Source: an optimization exercise on an open RTL-to-GDS flow (aim: small area and a short achievable clock period). Production flows keep margins and buffers that such runs may drop. Function was checked by simulation only, so behaviour that the tests miss may differ from the original.

## old
==> flow/design.v (excerpt) <==
module top_moduleAlu #(parameter DATA_WIDTH = 32)(
	input clk_top,
	input [2:0] opcode_top,
	input [31:0] portA_top,
	input [31:0] portB_top,
	output reg [63:0] out_top,
	output [32:0] result_sum_top,
	output [32:0] result_res_top,
	output [63:0] result_pro_top,
	output [31:0] result_and_top,
	output [31:0] result_or_top,
	output [31:0] result_nand_top,
	output [31:0] result_nor_top,
	output [31:0] result_xor_top,
	output carry_flag_sum_top,
	output zero_flag_sum_top,
	output zero_flag_res_top,
	output zero_flag_pro_top,
	output zero_flag_and_top,
	output zero_flag_or_top,
	output zero_flag_nand_top,
	output zero_flag_nor_top,
	output zero_flag_xor_top,
	output reg carry_flag_top,
	output reg zero_flag_top
);
Settings: LEC_CHECK=0, ABC_AREA=1, CAP_MARGIN=20, CORE_MARGIN=2, CORE_UTILIZATION=40, SETUP_SLACK_MARGIN=5, SLEW_MARGIN=20, SYNTH_HIERARCHICAL=1, SYNTH_MINIMUM_KEEP_SIZE=0; clock period 20.0 ns.
standard.sh (not shown) runs the stock make flow with config.mk's settings and CLKGATE_MAP_FILE= SYNTH_SCRIPT=/design/flow/synth_recipe.tcl, a recipe that flattens the netlist after the stock synthesis.
==> flow/flow/run.sh <==
#!/bin/bash
# Standard ORFS layout; the only change is the cell used to buffer the ports
# (buf_1 instead of the default choice, clkdlybuf4s50_1).
set -euo pipefail
bash standard.sh "BUFFER_PORTS_ARGS=-buffer_cell sky130_fd_sc_hd__buf_1" finish > make_finish.log 2>&1
Setup changes, old to new
diff --git a/flow/design.v b/flow/design.v
--- a/flow/design.v
+++ b/flow/design.v
@@ -1899,34 +1899,45 @@
 wire a_zero = ~|a;
 wire b_zero = ~|b;
 assign carry_flag_sum_top = a[31] & b[31];
 assign zero_flag_sum_top  = ~|result_sum_top;
 assign zero_flag_res_top  = ~|result_xor_top;
 assign zero_flag_pro_top  = a_zero | b_zero;
 assign zero_flag_and_top  = ~|result_and_top;
 assign zero_flag_or_top   = a_zero & b_zero;
 assign zero_flag_nand_top = &result_and_top;
 assign zero_flag_nor_top  = &result_or_top;
 assign zero_flag_xor_top  = zero_flag_res_top;
-reg [63:0] out_d;
-reg        zero_d;
+wire sel_s = (opcode_top == 3'd0);
+wire sel_d = (opcode_top == 3'd1);
+wire sel_p = (opcode_top == 3'd2);
+wire t11 = (opcode_top == 3'd3) | (opcode_top == 3'd4);
+wire tx  = (opcode_top == 3'd4) | (opcode_top == 3'd5) | (opcode_top == 3'd7);
+wire t00 = (opcode_top == 3'd5) | (opcode_top == 3'd6);
+wire [31:0] logic_r = (hn & {32{t11}}) | (hx & {32{tx}}) | (result_nor_top & {32{t00}});
+wire ext = (result_sum_top[32] & sel_s) | (result_res_top[32] & sel_d);
+wire [63:0] out_d;
+assign out_d[31:0] = logic_r | (result_sum_top[31:0] & {32{sel_s}}) | (result_res_top[31:0] & {32{sel_d}}) | (result_pro_top[31:0] & {32{sel_p}});
+assign out_d[32] = ext | (result_pro_top[32] & sel_p);
+assign out_d[63:33] = {31{ext}} | (result_pro_top[63:33] & {31{sel_p}});
+reg zero_d;
 always @(*) begin
 	case (opcode_top)
-		3'd0: begin out_d = {{31{result_sum_top[32]}}, result_sum_top}; zero_d = zero_flag_sum_top; end
-		3'd1: begin out_d = {{31{result_res_top[32]}}, result_res_top}; zero_d = zero_flag_res_top; end
-		3'd2: begin out_d = result_pro_top;                  zero_d = zero_flag_pro_top;  end
-		3'd3: begin out_d = {32'd0, result_and_top};         zero_d = zero_flag_and_top;  end
-		3'd4: begin out_d = {32'd0, result_or_top};          zero_d = zero_flag_or_top;   end
-		3'd5: begin out_d = {32'd0, result_nand_top};        zero_d = zero_flag_nand_top; end
-		3'd6: begin out_d = {32'd0, result_nor_top};         zero_d = zero_flag_nor_top;  end
-		default: begin out_d = {32'd0, result_xor_top};      zero_d = zero_flag_xor_top;  end
+		3'd0: zero_d = zero_flag_sum_top;
+		3'd1: zero_d = zero_flag_res_top;
+		3'd2: zero_d = zero_flag_pro_top;
+		3'd3: zero_d = zero_flag_and_top;
+		3'd4: zero_d = zero_flag_or_top;
+		3'd5: zero_d = zero_flag_nand_top;
+		3'd6: zero_d = zero_flag_nor_top;
+		default: zero_d = zero_flag_xor_top;
 	endcase
 end
 always @(posedge clk_top) begin
 	out_top        <= out_d;
 	carry_flag_top <= (opcode_top == 3'd0) & carry_flag_sum_top;
 	zero_flag_top  <= zero_d;
 end
 endmodule
 module ha_s (input a, input b, output s, output c);
 assign s = a ^ b;
 assign c = a & b;
### Flow results
new went all the way through the flow, and no timing, DRC or antenna check failed.
Status: utilization after layout parity (new, old)
The setup slack of new is smaller than that of old.
Looking at area added between synthesis and finish across old and new, the one that comes out higher is old.
Relative to old, final cell count has decreased by 1.8% in new.
old -> new: average footprint of a synthesized cell increased slightly
new has filler cell count in the final layout below what old had.
On clock-pin transition on the worst setup and hold timing paths: between old and new, it ends up lower for old.
[compare] base=old new=new: area after synthesis decreased by 350 um^2 relative to the old numbers; pin count of the biggest net entering global routing moved up; worst hold margin went down by 44 ps.

## re-timing with driven ports
How much do the figures lean on ideal ports? The routed layouts below were timed once more, with nothing changed but the port constraints.
Step 1, drivers: a clkbuf_16 drives clk_top and a buf_2 each remaining input, both assumed.
Step 2 moves the port delays by t, midway between the first and last clock arrival at a register: inputs arrive t later, outputs are due t later. That takes back most of the time a late clock gives input paths.
Slacks: no drivers / after step 1 / after step 2; pairs: no drivers / after step 1.
run	t (ns)	slack for setup (ns)	hold slack, ns	clock arrival spread, ns	worst data-port slew with drivers (ns)
old	0.443	5.247 / 5.186 / 5.186	4.102 / 4.071 / 4.401	0.011 / 0.011	0.11
new	0.451	5.209 / 5.145 / 5.145	4.058 / 4.018 / 4.401	0.021 / 0.022	0.16
After both steps every run listed still meets setup and hold. The setup slack of new, which loses most, moves by -0.064 ns with the drivers and by -0.064 ns with both steps.
